From an optimization exercise on the open Yosys and OpenROAD flow, aimed at small area, a short achievable clock period and few clock cycles per item; shortcuts taken in it are not production practice.
At most, simulation tests tie the RTL to the original design; equivalence was not proved.
Power figures rest on the tool's default switching activity, not on a simulated workload.

==> flow/design.v <==
module top(clk, rst, start, i, socin1, socin2, socin3, socin4,
           socout1, socout2, socout3, socout4, outReady);
  input clk, rst, start, i;
  input socin1, socin2, socin3, socin4;
  output socout1, socout2, socout3, socout4;
  output reg outReady;
  reg [5:0] cnt;            
  reg [12:0] c;             
  reg [9:0]  tpos_lo;       
  reg [1:0]  tpos_hi;
  reg [1:0]  tcar;
  reg [12:0] tneg;          
  reg sh_c, sh_s, tpos_acc, tpos_fin, r_pre, r_it, r_init, qcol, t_init, t_acc;
  reg m_s, m_n, m_p, p_clr, horner, out_sh;
  wire [12:0] c_n  = sh_c ? {i, c[12:1]} : c;
  wire        ng   = c[12];
  wire        ng_n = c_n[12];
  wire [5:0] cnt_n = rst ? 6'd0 :
                     (cnt == 6'd0) ? {5'd0, start} :
                     (cnt == 6'd15 && !ng) ? 6'd24 :
                     (cnt == 6'd48) ? 6'd0 : cnt + 6'd1;
  wire pos15_n = (cnt_n == 6'd15) & !ng_n;
  always @(posedge clk) begin
    cnt      <= cnt_n;
    sh_c     <= (cnt_n >= 6'd2)  & (cnt_n <= 6'd14);
    sh_s     <= (cnt_n >= 6'd2)  & (cnt_n <= 6'd11);
    tpos_acc <= (cnt_n >= 6'd3)  & (cnt_n <= 6'd12);
    tpos_fin <= (cnt_n == 6'd12);
    r_pre    <= (cnt_n >= 6'd1)  & (cnt_n <= 6'd11);
    r_it     <= (((cnt_n >= 6'd12) & (cnt_n <= 6'd21)) & !pos15_n) |
                ((cnt_n >= 6'd24) & (cnt_n <= 6'd34));
    r_init   <= pos15_n | (cnt_n == 6'd23);
    qcol     <= (cnt_n >= 6'd13) & (cnt_n <= 6'd22);
    t_init   <= (cnt_n == 6'd12);
    t_acc    <= (cnt_n >= 6'd13) & (cnt_n <= 6'd22);
    m_s      <= (cnt_n >= 6'd12) & (cnt_n <= 6'd22) & !pos15_n;
    m_n      <= ng_n & (cnt_n >= 6'd23);
    m_p      <= !ng_n & (cnt_n >= 6'd15);
    p_clr    <= pos15_n | (cnt_n == 6'd23);
    horner   <= (cnt_n >= 6'd24) & (cnt_n <= 6'd35);
    out_sh   <= (cnt_n >= 6'd36) & (cnt_n <= 6'd47);
    outReady <= (cnt_n >= 6'd36) & (cnt_n <= 6'd47);
  end
  always @(posedge clk) c <= c_n;
  wire s24_1, s24_2, s24_3, s24_4;    
  wire q1, q2, q3, q4;                
  wire o1, o2, o3, o4;                
  wire [2:0] ssum = s24_1 + s24_2 + s24_3 + s24_4 + tcar;
  always @(posedge clk) begin
    if (r_pre & !tpos_acc) tcar <= 2'd0;
    else if (tpos_acc) begin
      tcar <= ssum[2:1];
      tpos_lo <= {ssum[0], tpos_lo[9:1]};
      if (tpos_fin) tpos_hi <= ssum[2:1];
    end
  end
  wire [2:0] pc  = q1 + q2 + q3 + q4;
  wire [2:0] pco = o1 + o2 + o3 + o4;
  always @(posedge clk) begin
    if (t_init) tneg <= {10'd0, pco};
    else if (t_acc) tneg <= {tneg[11:0], 1'b0} + pc;
  end
  wire [12:0] T = ({13{m_n}} & tneg) | ({13{m_p}} & {1'b0, tpos_hi, tpos_lo});
  UNIT u1(clk, socin1, sh_s, r_pre, r_it, r_init, qcol, m_s, p_clr, horner, out_sh, ng, c, T, s24_1, q1, o1, socout1);
  UNIT u2(clk, socin2, sh_s, r_pre, r_it, r_init, qcol, m_s, p_clr, horner, out_sh, ng, c, T, s24_2, q2, o2, socout2);
  UNIT u3(clk, socin3, sh_s, r_pre, r_it, r_init, qcol, m_s, p_clr, horner, out_sh, ng, c, T, s24_3, q3, o3, socout3);
  UNIT u4(clk, socin4, sh_s, r_pre, r_it, r_init, qcol, m_s, p_clr, horner, out_sh, ng, c, T, s24_4, q4, o4, socout4);
endmodule
module UNIT(clk, sin, sh_s, r_pre, r_it, r_init, qcol, m_s, p_clr, horner, out_sh, ng, c, T,
            s24, qr, one, out);
  input clk, sin, sh_s, r_pre, r_it, r_init, qcol, m_s, p_clr, horner, out_sh, ng;
  input [12:0] c;
  input [12:0] T;
  output s24, qr, one, out;
  reg [24:0] S;             
  reg [13:0] R;             
  wire [9:0] s  = S[24:15];
  wire       nz = |s;
  assign one = (s == 10'd1);
  assign s24 = S[24];
  assign out = S[11];
  wire q  = !R[13];                   
  assign qr = q & nz & !one;
  wire [12:0] M   = m_s ? {3'b000, s} : T;
  wire [10:0] w   = ng ? {one, S[9:0]} : {1'b0, s};
  wire [13:0] X   = r_init ? {3'b000, w} : {R[12:0], 1'b0};
  wire        sub = r_init | q;
  wire [13:0] Rn  = X + ({1'b0, M} ^ {14{sub}}) + sub;
  always @(posedge clk) begin
    if (r_pre) R <= 14'd1;
    else if (r_it | r_init) R <= Rn;
  end
  wire [13:0] lo = {1'b0, S[11:0], 1'b0} + (q ? {1'b0, c} : 14'd0);
  wire        sc = q & c[12];
  wire [11:0] hi = S[23:12] + {{11{sc & !lo[13]}}, sc ^ lo[13]};
  always @(posedge clk) begin
    if (sh_s) S[24:15] <= {sin, S[24:16]};
    else if (p_clr) S <= 25'd0;
    else if (qcol) S[9:0] <= {S[8:0], qr};
    else if (horner) S <= {hi, lo[12:0]};
    else if (out_sh) S <= {S[24], S[24:1]};
  end
endmodule
clock: 5.0 ns
lec_check: 0
cap_margin: 20
core_margin: 2
core_utilization: 40
place_density: 0.6
setup_slack_margin: 2.8
slew_margin: 20
run.sh (not shown) runs the stock make flow with config.mk's settings and CLKGATE_MAP_FILE= SYNTH_SCRIPT=/design/flow/synth_recipe.tcl, a recipe that flattens the netlist after the stock synthesis.
The starting point reached the layout checks and failed them: negative setup slack.
Change:
--- a/flow/design.v
+++ b/flow/design.v
@@ -87,17 +87,15 @@
   wire        sub = r_init | q;
   wire [13:0] Rn  = X + ({1'b0, M} ^ {14{sub}}) + sub;
   always @(posedge clk) begin
     if (r_pre) R <= 14'd1;
     else if (r_it | r_init) R <= Rn;
   end
-  wire [13:0] lo = {1'b0, S[11:0], 1'b0} + (q ? {1'b0, c} : 14'd0);
-  wire        sc = q & c[12];
-  wire [11:0] hi = S[23:12] + {{11{sc & !lo[13]}}, sc ^ lo[13]};
+  wire [24:0] H = {S[23:0], 1'b0} + (q ? {{12{c[12]}}, c} : 25'd0);
   always @(posedge clk) begin
     if (sh_s) S[24:15] <= {sin, S[24:16]};
     else if (p_clr) S <= 25'd0;
     else if (qcol) S[9:0] <= {S[8:0], qr};
-    else if (horner) S <= {hi, lo[12:0]};
+    else if (horner) S <= H;
     else if (out_sh) S <= {S[24], S[24:1]};
   end
 endmodule
What happened: The new run finished with timing, DRC and antenna clean. Global-route usage came out higher by 0.21 points. Power came out lower by about a fifth. Cell area came out higher by a few percent. Worst hold slack degrades by 5.8 ps. Routed wire length came out higher by a few percent. Register-to-register slack improves by 1700 ps.
No run of this note included a check of the RTL's function; only the layout flow was run.

top, a different RTL version from the one above (not shown whole).
Size: about 13 I/O pins, about 19000 sq um of cells after synthesis.
==> flow/config.mk <==
export PLATFORM = sky130hd
export DESIGN_NAME = top
export DESIGN_NICKNAME = top
export VERILOG_FILES = /design/flow/design.v
export SDC_FILE = /design/flow/constraint.sdc
export NUM_CORES = 4
export LEC_CHECK = 0
export CAP_MARGIN = 20
export CORE_MARGIN = 2
export CORE_UTILIZATION = 40
export PLACE_DENSITY = 0.6
export SETUP_SLACK_MARGIN = 2.2
export SLEW_MARGIN = 20
==> flow/constraint.sdc <==
create_clock -name core_clock -period 5.0 [get_ports {clk}]
set_input_delay 1.0000 -clock core_clock [delete_from_list [all_inputs] [get_ports {clk}]]
set_output_delay 1.0000 -clock core_clock [all_outputs]
set_load 0.01 [all_outputs]
The baseline completed with no timing, DRC or antenna violations.
Edit:
--- a/flow/design.v
+++ b/flow/design.v
@@ -2,17 +2,16 @@
            socout1, socout2, socout3, socout4, outReady);
   input clk, rst, start, i;
   input socin1, socin2, socin3, socin4;
   output socout1, socout2, socout3, socout4;
   output reg outReady;
   reg [5:0] cnt;            
   reg [9:0] rt;             
   reg       colf;           
-  reg       colf2;          
   reg [12:0] c;             
   reg [9:0]  tpos_lo;       
   reg [1:0]  tpos_hi;
   reg [1:0]  tcar;
   reg [12:0] tneg;          
   reg sh_c, sh_s, tpos_acc, tpos_fin, jcalc, first, r_it, r_init;
   reg m_s, m_n, m_p, horner, out_fix, out_sh;
   wire [12:0] c_n  = sh_c ? {i, c[12:1]} : c;
@@ -37,31 +36,30 @@
       assign g4[m] = |sv4[9:m+1] | (sv4[m] & |sv4[m-1:0]);
     end
     assign all_m[m] = (g1[m] | !g1[0]) & (g2[m] | !g2[0]) & (g3[m] | !g3[0]) & (g4[m] | !g4[0]);
   end endgenerate
   wire [9:0] r0 = all_m & ~{1'b0, all_m[9:1]};    
   reg  [9:0] r0q;           
   always @(posedge clk) r0q <= jcalc ? r0 : 10'd0;
   wire in_rec = (cnt >= 6'd13) & (cnt <= 6'd15);
-  wire init   = (cnt == 6'd15) & (!ng | ((rt == 10'd0) & !colf & !colf2));
+  wire init   = (cnt == 6'd15) & (!ng | ((rt == 10'd0) & !colf));
   wire itf    = in_rec & (rt != 10'd0) & !init;
   wire [5:0] cnt_n = (cnt == 6'd0) ? {5'd0, start} :
                      (cnt == 6'd15) ? (init ? 6'd24 : 6'd15) :
                      (cnt == 6'd48) ? 6'd0 : cnt + 6'd1;
   wire [9:0] rt_n = jcalc ? {1'b1, ~all_m[9:1]} : itf ? {rt[8:0], 1'b0} : rt;
   wire colf_n = itf;
   wire in_rec_n = (cnt_n >= 6'd13) & (cnt_n <= 6'd15);
   wire rcnz_n   = jcalc | (itf ? |rt[8:0] : |rt);
-  wire init_n   = (cnt_n == 6'd15) & (!ng_n | (!rcnz_n & !colf_n & !colf));
+  wire init_n   = (cnt_n == 6'd15) & (!ng_n | (!rcnz_n & !colf_n));
   wire itf_n    = in_rec_n & rcnz_n & !init_n;
   always @(posedge clk) begin
     rt       <= rt_n;
     colf     <= colf_n;
-    colf2    <= colf;
   end
   always @(posedge clk) begin
     if (rst) begin
       cnt <= 6'd0;
       {sh_c, sh_s, tpos_acc, tpos_fin, jcalc, first, r_it, r_init} <= 8'd0;
       {m_s, m_n, m_p, horner, out_fix, out_sh, outReady} <= 7'd0;
     end else begin
     cnt      <= cnt_n;
@@ -87,33 +85,31 @@
   always @(posedge clk) begin
     if (sh_c & !tpos_acc) tcar <= 2'd0;
     else if (tpos_acc) begin
       tcar <= ssum[2:1];
       tpos_lo <= {ssum[0], tpos_lo[9:1]};
       if (tpos_fin) tpos_hi <= ssum[2:1];
     end
   end
-  wire [2:0] pcn = q1 + q2 + q3 + q4;
-  reg  [2:0] pc;            
-  always @(posedge clk) pc <= pcn;
+  wire [2:0] pc  = q1 + q2 + q3 + q4;
   wire [2:0] pco = o1 + o2 + o3 + o4;
   reg [12:0] tinit;         
   integer b;
   always @(*) begin
     tinit = 13'd0;
     for (b = 0; b < 10; b = b + 1)
       tinit = tinit | (({10'd0, pco} << b) & {13{r0q[b]}});
   end
   wire [12:0] tsum;
   PADD #(12) tadd(.a(tneg[11:0]), .b({10'd0, pc[2:1]}), .ci(1'b0), .s(tsum[12:1]), .co());
   assign tsum[0] = pc[0];
   always @(posedge clk) begin
     if (first) tneg <= tinit;
-    else if (colf2) tneg <= tsum;
+    else if (colf) tneg <= tsum;
   end
   wire [12:0] T = ({13{m_n}} & tneg) | ({13{m_p}} & {1'b0, tpos_hi, tpos_lo});
   UNIT u1(clk, socin1, sh_s, jcalc, r0q, r_it, r_init, colf, m_s, horner, out_fix, out_sh, ng, c, T, sv1, q1, o1, socout1);
   UNIT u2(clk, socin2, sh_s, jcalc, r0q, r_it, r_init, colf, m_s, horner, out_fix, out_sh, ng, c, T, sv2, q2, o2, socout2);
   UNIT u3(clk, socin3, sh_s, jcalc, r0q, r_it, r_init, colf, m_s, horner, out_fix, out_sh, ng, c, T, sv3, q3, o3, socout3);
   UNIT u4(clk, socin4, sh_s, jcalc, r0q, r_it, r_init, colf, m_s, horner, out_fix, out_sh, ng, c, T, sv4, q4, o4, socout4);
 endmodule
 module UNIT(clk, sin, sh_s, jcalc, r0, r_it, r_init, qcol, m_s, horner, out_fix, out_sh, ng, c, T,
@@ -157,22 +153,21 @@
     else if (sh_s) S[24:15] <= {sin, S[24:16]};
     else if (r_init) S <= 25'd0;
     else if (jcalc) S[9:0] <= 10'd0;
     else if (qcol) S[9:0] <= {S[8:0], qr};
     else if (out_fix) S <= {hx[11], hx, S[12:1]};
     else if (out_sh) S <= {S[24], S[24:1]};
   end
 endmodule
-module PADD #(parameter N = 8) (a, b, ci, s, co);
+module PADD #(parameter N = 8, parameter L = 4) (a, b, ci, s, co);    
   input  [N-1:0] a, b;
   input  ci;
   output [N-1:0] s;
   output co;
-  localparam L = $clog2(N + 1);
   wire [N:0] g [0:L];
   wire [N:0] p [0:L];
   assign g[0][0] = ci;
   assign p[0][0] = 1'b0;
   assign g[0][N:1] = a & b;
   assign p[0][N:1] = a ^ b;
   genvar l, i;
   generate for (l = 0; l < L; l = l + 1) begin : lv
Effect: Clock-buffer cell count goes down by 14. Area after synthesis barely changes. Non-clock buffer count goes down by 4. Combinational power goes down by a few percent. Die area hardly moves. Cell count goes up slightly. Worst hold slack improved by 0.044 ns.
Testbench counts after the change, summed over its fixed seeds: cycles 21,091, items 512.
The RTL of the first run of this note was laid out without a check of its function.

Another version of the RTL of top (not shown whole).
For scale: ~2300 cells after synthesis, ~220 flip-flops, roughly 13 I/O pins, about 19000 um^2 of cells after synthesis.
==> module top, before the edit <==
module top(clk, rst, start, i, socin1, socin2, socin3, socin4,
           socout1, socout2, socout3, socout4, outReady);
  input clk, rst, start, i;
  input socin1, socin2, socin3, socin4;
  output socout1, socout2, socout3, socout4;
  output reg outReady;
  reg [5:0] cnt;            
  reg [9:0] rt;             
  reg       colf;           
  reg [12:0] c;             
  reg [9:0]  tpos_lo;       
  reg [1:0]  tpos_hi;
  reg [1:0]  tcar;
  reg [12:0] tneg;          
  reg sh_c, sh_s, tpos_acc, tpos_fin, jcalc, r_it, r_init, t_last;
  reg m_s, m_n, m_p, horner, out_sh;
  wire [12:0] c_n  = sh_c ? {i, c[12:1]} : c;
  wire        ng   = c[12];
  wire        ng_n = c_n[12];
  wire [9:0] sv1, sv2, sv3, sv4;      
  wire q1, q2, q3, q4;                
  wire o1, o2, o3, o4;                
  wire [9:0] all_m, g1, g2, g3, g4;
  genvar m;
  generate for (m = 0; m < 10; m = m + 1) begin : th
    if (m == 0) begin : m0
      assign g1[0] = |sv1[9:1]; assign g2[0] = |sv2[9:1];
      assign g3[0] = |sv3[9:1]; assign g4[0] = |sv4[9:1];
    end else if (m == 9) begin : m9
      assign g1[9] = sv1[9] & |sv1[8:0]; assign g2[9] = sv2[9] & |sv2[8:0];
      assign g3[9] = sv3[9] & |sv3[8:0]; assign g4[9] = sv4[9] & |sv4[8:0];
    end else begin : mm
      assign g1[m] = |sv1[9:m+1] | (sv1[m] & |sv1[m-1:0]);
      assign g2[m] = |sv2[9:m+1] | (sv2[m] & |sv2[m-1:0]);
      assign g3[m] = |sv3[9:m+1] | (sv3[m] & |sv3[m-1:0]);
      assign g4[m] = |sv4[9:m+1] | (sv4[m] & |sv4[m-1:0]);
    end
    assign all_m[m] = (g1[m] | !g1[0]) & (g2[m] | !g2[0]) & (g3[m] | !g3[0]) & (g4[m] | !g4[0]);
  end endgenerate
  wire [9:0] r0 = all_m & ~{1'b0, all_m[9:1]};    
  wire in_rec = (cnt >= 6'd13) & (cnt <= 6'd15);
  wire init   = (cnt == 6'd15) & (!ng | ((rt == 10'd0) & !colf));
  wire itf    = in_rec & (rt != 10'd0) & !init;
  wire [5:0] cnt_n = (cnt == 6'd0) ? {5'd0, start} :
                     (cnt == 6'd15) ? (init ? 6'd24 : 6'd15) :
                     (cnt == 6'd48) ? 6'd0 : cnt + 6'd1;
  wire [9:0] rt_n = jcalc ? {1'b1, ~all_m[9:1]} : itf ? {rt[8:0], 1'b0} : rt;
  wire colf_n = itf;
  wire in_rec_n = (cnt_n >= 6'd13) & (cnt_n <= 6'd15);
  wire rcnz_n   = jcalc | (itf ? |rt[8:0] : |rt);
  wire init_n   = (cnt_n == 6'd15) & (!ng_n | (!rcnz_n & !colf_n));
  wire itf_n    = in_rec_n & rcnz_n & !init_n;
  always @(posedge clk) begin
    rt       <= rt_n;
    colf     <= colf_n;
  end
  always @(posedge clk) begin
    if (rst) begin
      cnt <= 6'd0;
      {sh_c, sh_s, tpos_acc, tpos_fin, jcalc, r_it, r_init, t_last} <= 8'd0;
      {m_s, m_n, m_p, horner, out_sh, outReady} <= 6'd0;
    end else begin
    cnt      <= cnt_n;
    sh_c     <= (cnt_n >= 6'd2)  & (cnt_n <= 6'd14);
    sh_s     <= (cnt_n >= 6'd2)  & (cnt_n <= 6'd11);
    tpos_acc <= (cnt_n >= 6'd3)  & (cnt_n <= 6'd12);
    tpos_fin <= (cnt_n == 6'd12);
    jcalc    <= (cnt_n == 6'd12);
    r_it     <= itf_n | ((cnt_n >= 6'd24) & (cnt_n <= 6'd34));
    r_init   <= init_n;
    t_last   <= colf_n & !itf_n;
    m_s      <= itf_n;
    m_n      <= ng_n & (cnt_n >= 6'd15) & !itf_n;
    m_p      <= !ng_n & (cnt_n >= 6'd15);
    horner   <= (cnt_n >= 6'd24) & (cnt_n <= 6'd35);
    out_sh   <= (cnt_n >= 6'd36) & (cnt_n <= 6'd47);
    outReady <= (cnt_n >= 6'd36) & (cnt_n <= 6'd47);
    end
  end
  always @(posedge clk) c <= c_n;
  wire [2:0] ssum = sv1[9] + sv2[9] + sv3[9] + sv4[9] + tcar;
  always @(posedge clk) begin
    if (sh_c & !tpos_acc) tcar <= 2'd0;
    else if (tpos_acc) begin
      tcar <= ssum[2:1];
      tpos_lo <= {ssum[0], tpos_lo[9:1]};
      if (tpos_fin) tpos_hi <= ssum[2:1];
    end
  end
  wire [2:0] pc  = q1 + q2 + q3 + q4;
  wire [2:0] pco = o1 + o2 + o3 + o4;
  always @(posedge clk) begin
    if (jcalc) tneg <= 13'd0;
    else if (colf) tneg <= {tneg[11:0], 1'b0} + pc + (t_last ? {pco, 10'd0} : 13'd0);
  end
  wire [12:0] T = ({13{m_n}} & tneg) | ({13{m_p}} & {1'b0, tpos_hi, tpos_lo});
  UNIT u1(clk, socin1, sh_s, jcalc, r0, r_it, r_init, colf, m_s, horner, out_sh, ng, c, T, sv1, q1, o1, socout1);
  UNIT u2(clk, socin2, sh_s, jcalc, r0, r_it, r_init, colf, m_s, horner, out_sh, ng, c, T, sv2, q2, o2, socout2);
  UNIT u3(clk, socin3, sh_s, jcalc, r0, r_it, r_init, colf, m_s, horner, out_sh, ng, c, T, sv3, q3, o3, socout3);
  UNIT u4(clk, socin4, sh_s, jcalc, r0, r_it, r_init, colf, m_s, horner, out_sh, ng, c, T, sv4, q4, o4, socout4);
endmodule
==> module UNIT, before the edit <==
module UNIT(clk, sin, sh_s, jcalc, r0, r_it, r_init, qcol, m_s, horner, out_sh, ng, c, T,
            s, qr, one, out);
  input clk, sin, sh_s, jcalc, r_it, r_init, qcol, m_s, horner, out_sh, ng;
  input [9:0] r0;
  input [12:0] c;
  input [12:0] T;
  output [9:0] s;
  output qr, one, out;
  reg [24:0] S;             
  reg [13:0] R;             
  assign s = S[24:15];
  wire   nz = |s;
  assign one = (s == 10'd1);
  assign out = S[11];
  wire q  = !R[13];                   
  assign qr = q & nz & !one;
  wire [12:0] M   = m_s ? {3'b000, s} : T;
  wire [10:0] w   = ng ? {one, S[9:0]} : {1'b0, s};
  wire [13:0] X   = r_init ? {3'b000, w} : {R[12:0], 1'b0};
  wire        sub = r_init | q;
  wire [14:0] Rs  = {X, 1'b1} + {{1'b0, M} ^ {14{sub}}, sub};    
  wire [13:0] Rn  = Rs[14:1];
  always @(posedge clk) R <= jcalc ? {4'd0, r0} : Rn;
  wire [24:0] H = {S[23:0], 1'b0} + (q ? {{12{c[12]}}, c} : 25'd0);
  always @(posedge clk) begin
    if (sh_s) S[24:15] <= {sin, S[24:16]};
    else if (r_init) S <= 25'd0;
    else if (jcalc) S[9:0] <= 10'd0;
    else if (qcol) S[9:0] <= {S[8:0], qr};
    else if (horner) S <= H;
    else if (out_sh) S <= {S[24], S[24:1]};
  end
endmodule
Settings: LEC_CHECK=0, CAP_MARGIN=20, CORE_MARGIN=2, CORE_UTILIZATION=40, PLACE_DENSITY=0.6, SETUP_SLACK_MARGIN=2.2, SLEW_MARGIN=20; clock period 5.0 ns.
The starting point went through all stages and came out clean.
Edit:
--- a/flow/design.v
+++ b/flow/design.v
@@ -3,11 +3,11 @@
   input clk, rst, start, i;
   input socin1, socin2, socin3, socin4;
   output socout1, socout2, socout3, socout4;
   output reg outReady;
   reg [5:0] cnt;            
-  reg [9:0] rt;             
+  reg [3:0] rc;             
   reg       colf;           
   reg [12:0] c;             
   reg [9:0]  tpos_lo;       
   reg [1:0]  tpos_hi;
   reg [1:0]  tcar;
@@ -18,51 +18,37 @@
   wire        ng   = c[12];
   wire        ng_n = c_n[12];
   wire [9:0] sv1, sv2, sv3, sv4;      
   wire q1, q2, q3, q4;                
   wire o1, o2, o3, o4;                
-  wire [9:0] all_m, g1, g2, g3, g4;
+  wire [9:0] all_m;
   genvar m;
   generate for (m = 0; m < 10; m = m + 1) begin : th
-    if (m == 0) begin : m0
-      assign g1[0] = |sv1[9:1]; assign g2[0] = |sv2[9:1];
-      assign g3[0] = |sv3[9:1]; assign g4[0] = |sv4[9:1];
-    end else if (m == 9) begin : m9
-      assign g1[9] = sv1[9] & |sv1[8:0]; assign g2[9] = sv2[9] & |sv2[8:0];
-      assign g3[9] = sv3[9] & |sv3[8:0]; assign g4[9] = sv4[9] & |sv4[8:0];
-    end else begin : mm
-      assign g1[m] = |sv1[9:m+1] | (sv1[m] & |sv1[m-1:0]);
-      assign g2[m] = |sv2[9:m+1] | (sv2[m] & |sv2[m-1:0]);
-      assign g3[m] = |sv3[9:m+1] | (sv3[m] & |sv3[m-1:0]);
-      assign g4[m] = |sv4[9:m+1] | (sv4[m] & |sv4[m-1:0]);
-    end
-    assign all_m[m] = (g1[m] | !g1[0]) & (g2[m] | !g2[0]) & (g3[m] | !g3[0]) & (g4[m] | !g4[0]);
+    assign all_m[m] = (sv1 < 10'd2 || sv1 > (10'd1 << m)) &&
+                      (sv2 < 10'd2 || sv2 > (10'd1 << m)) &&
+                      (sv3 < 10'd2 || sv3 > (10'd1 << m)) &&
+                      (sv4 < 10'd2 || sv4 > (10'd1 << m));
   end endgenerate
+  wire [3:0] jn = all_m[1] + all_m[2] + all_m[3] + all_m[4] + all_m[5] +
+                  all_m[6] + all_m[7] + all_m[8] + all_m[9];
   wire [9:0] r0 = all_m & ~{1'b0, all_m[9:1]};    
   wire in_rec = (cnt >= 6'd13) & (cnt <= 6'd15);
-  wire init   = (cnt == 6'd15) & (!ng | ((rt == 10'd0) & !colf));
-  wire itf    = in_rec & (rt != 10'd0) & !init;
-  wire [5:0] cnt_n = (cnt == 6'd0) ? {5'd0, start} :
+  wire init   = (cnt == 6'd15) & (!ng | ((rc == 4'd0) & !colf));
+  wire itf    = in_rec & (rc != 4'd0) & !init;
+  wire [5:0] cnt_n = rst ? 6'd0 :
+                     (cnt == 6'd0) ? {5'd0, start} :
                      (cnt == 6'd15) ? (init ? 6'd24 : 6'd15) :
                      (cnt == 6'd48) ? 6'd0 : cnt + 6'd1;
-  wire [9:0] rt_n = jcalc ? {1'b1, ~all_m[9:1]} : itf ? {rt[8:0], 1'b0} : rt;
+  wire [3:0] rc_n = jcalc ? 4'd10 - jn : rc - {3'd0, itf};
   wire colf_n = itf;
   wire in_rec_n = (cnt_n >= 6'd13) & (cnt_n <= 6'd15);
-  wire rcnz_n   = jcalc | (itf ? |rt[8:0] : |rt);
-  wire init_n   = (cnt_n == 6'd15) & (!ng_n | (!rcnz_n & !colf_n));
-  wire itf_n    = in_rec_n & rcnz_n & !init_n;
+  wire init_n   = (cnt_n == 6'd15) & (!ng_n | ((rc_n == 4'd0) & !colf_n));
+  wire itf_n    = in_rec_n & (rc_n != 4'd0) & !init_n;
   always @(posedge clk) begin
-    rt       <= rt_n;
+    cnt      <= cnt_n;
+    rc       <= rc_n;
     colf     <= colf_n;
-  end
-  always @(posedge clk) begin
-    if (rst) begin
-      cnt <= 6'd0;
-      {sh_c, sh_s, tpos_acc, tpos_fin, jcalc, r_it, r_init, t_last} <= 8'd0;
-      {m_s, m_n, m_p, horner, out_sh, outReady} <= 6'd0;
-    end else begin
-    cnt      <= cnt_n;
     sh_c     <= (cnt_n >= 6'd2)  & (cnt_n <= 6'd14);
     sh_s     <= (cnt_n >= 6'd2)  & (cnt_n <= 6'd11);
     tpos_acc <= (cnt_n >= 6'd3)  & (cnt_n <= 6'd12);
     tpos_fin <= (cnt_n == 6'd12);
     jcalc    <= (cnt_n == 6'd12);
@@ -73,11 +59,10 @@
     m_n      <= ng_n & (cnt_n >= 6'd15) & !itf_n;
     m_p      <= !ng_n & (cnt_n >= 6'd15);
     horner   <= (cnt_n >= 6'd24) & (cnt_n <= 6'd35);
     out_sh   <= (cnt_n >= 6'd36) & (cnt_n <= 6'd47);
     outReady <= (cnt_n >= 6'd36) & (cnt_n <= 6'd47);
-    end
   end
   always @(posedge clk) c <= c_n;
   wire [2:0] ssum = sv1[9] + sv2[9] + sv3[9] + sv4[9] + tcar;
   always @(posedge clk) begin
     if (sh_c & !tpos_acc) tcar <= 2'd0;
@@ -119,11 +104,14 @@
   wire [10:0] w   = ng ? {one, S[9:0]} : {1'b0, s};
   wire [13:0] X   = r_init ? {3'b000, w} : {R[12:0], 1'b0};
   wire        sub = r_init | q;
   wire [14:0] Rs  = {X, 1'b1} + {{1'b0, M} ^ {14{sub}}, sub};    
   wire [13:0] Rn  = Rs[14:1];
-  always @(posedge clk) R <= jcalc ? {4'd0, r0} : Rn;
+  always @(posedge clk) begin
+    if (jcalc) R <= {4'd0, r0};
+    else if (r_it | r_init) R <= Rn;
+  end
   wire [24:0] H = {S[23:0], 1'b0} + (q ? {{12{c[12]}}, c} : 25'd0);
   always @(posedge clk) begin
     if (sh_s) S[24:15] <= {sin, S[24:16]};
     else if (r_init) S <= 25'd0;
     else if (jcalc) S[9:0] <= 10'd0;
After rerunning:
- worst setup slack degrades by 1.4 ns
- total power goes down by about 60%
- maximum frequency goes down by 30%
- clock power hardly moves
- global-route usage goes down by 3.2 points
- hold slack degrades by 0.037 ns
- final area goes down by 3.9%
- combinational power goes down by about 80%
- non-clock buffer count goes down by 59
- routed wire length goes down by 8.6%
- sequential power goes down by 17%
- synthesized area goes down by about 0.5%
- synthesized cell count goes down by 2.2%
- core utilization goes down by 2.0 points
No functional check of the RTL was part of any run of this note.

-- separate check: timing with driven ports --
Ports are ideal in the flow. The routed layouts listed here were re-timed in OpenROAD. Step 1 assumes that a clkbuf_16 drives the clock port and a buf_2 every other input. Step 2 moves the port delays by t, midway between the first and last clock arrival at a register: inputs arrive t later, outputs are due t later. That takes back most of the time a late clock gives input paths. Slacks: ideal / step 1 / step 2; pairs: ideal / step 1.
run	t (ns)	slack for setup (ns)	hold slack, ns	slew at the worst register clock pin (ns)
the first run of note 1	0.611	-0.117 / -0.117 / -0.117	0.456 / 0.456 / 0.456	0.06 / 0.06
the second run of note 1	0.638	1.615 / 1.615 / 1.615	0.450 / 0.450 / 0.450	0.07 / 0.07
the first run of note 2	0.583	1.842 / 1.842 / 1.842	0.425 / 0.425 / 0.425	0.06 / 0.06
the second run of note 2	0.640	2.021 / 2.021 / 2.021	0.469 / 0.469 / 0.469	0.07 / 0.07
the first run of note 3	0.642	1.608 / 1.608 / 1.608	0.482 / 0.482 / 0.482	0.07 / 0.07
the second run of note 3	0.639	0.159 / 0.159 / 0.159	0.445 / 0.445 / 0.445	0.06 / 0.06
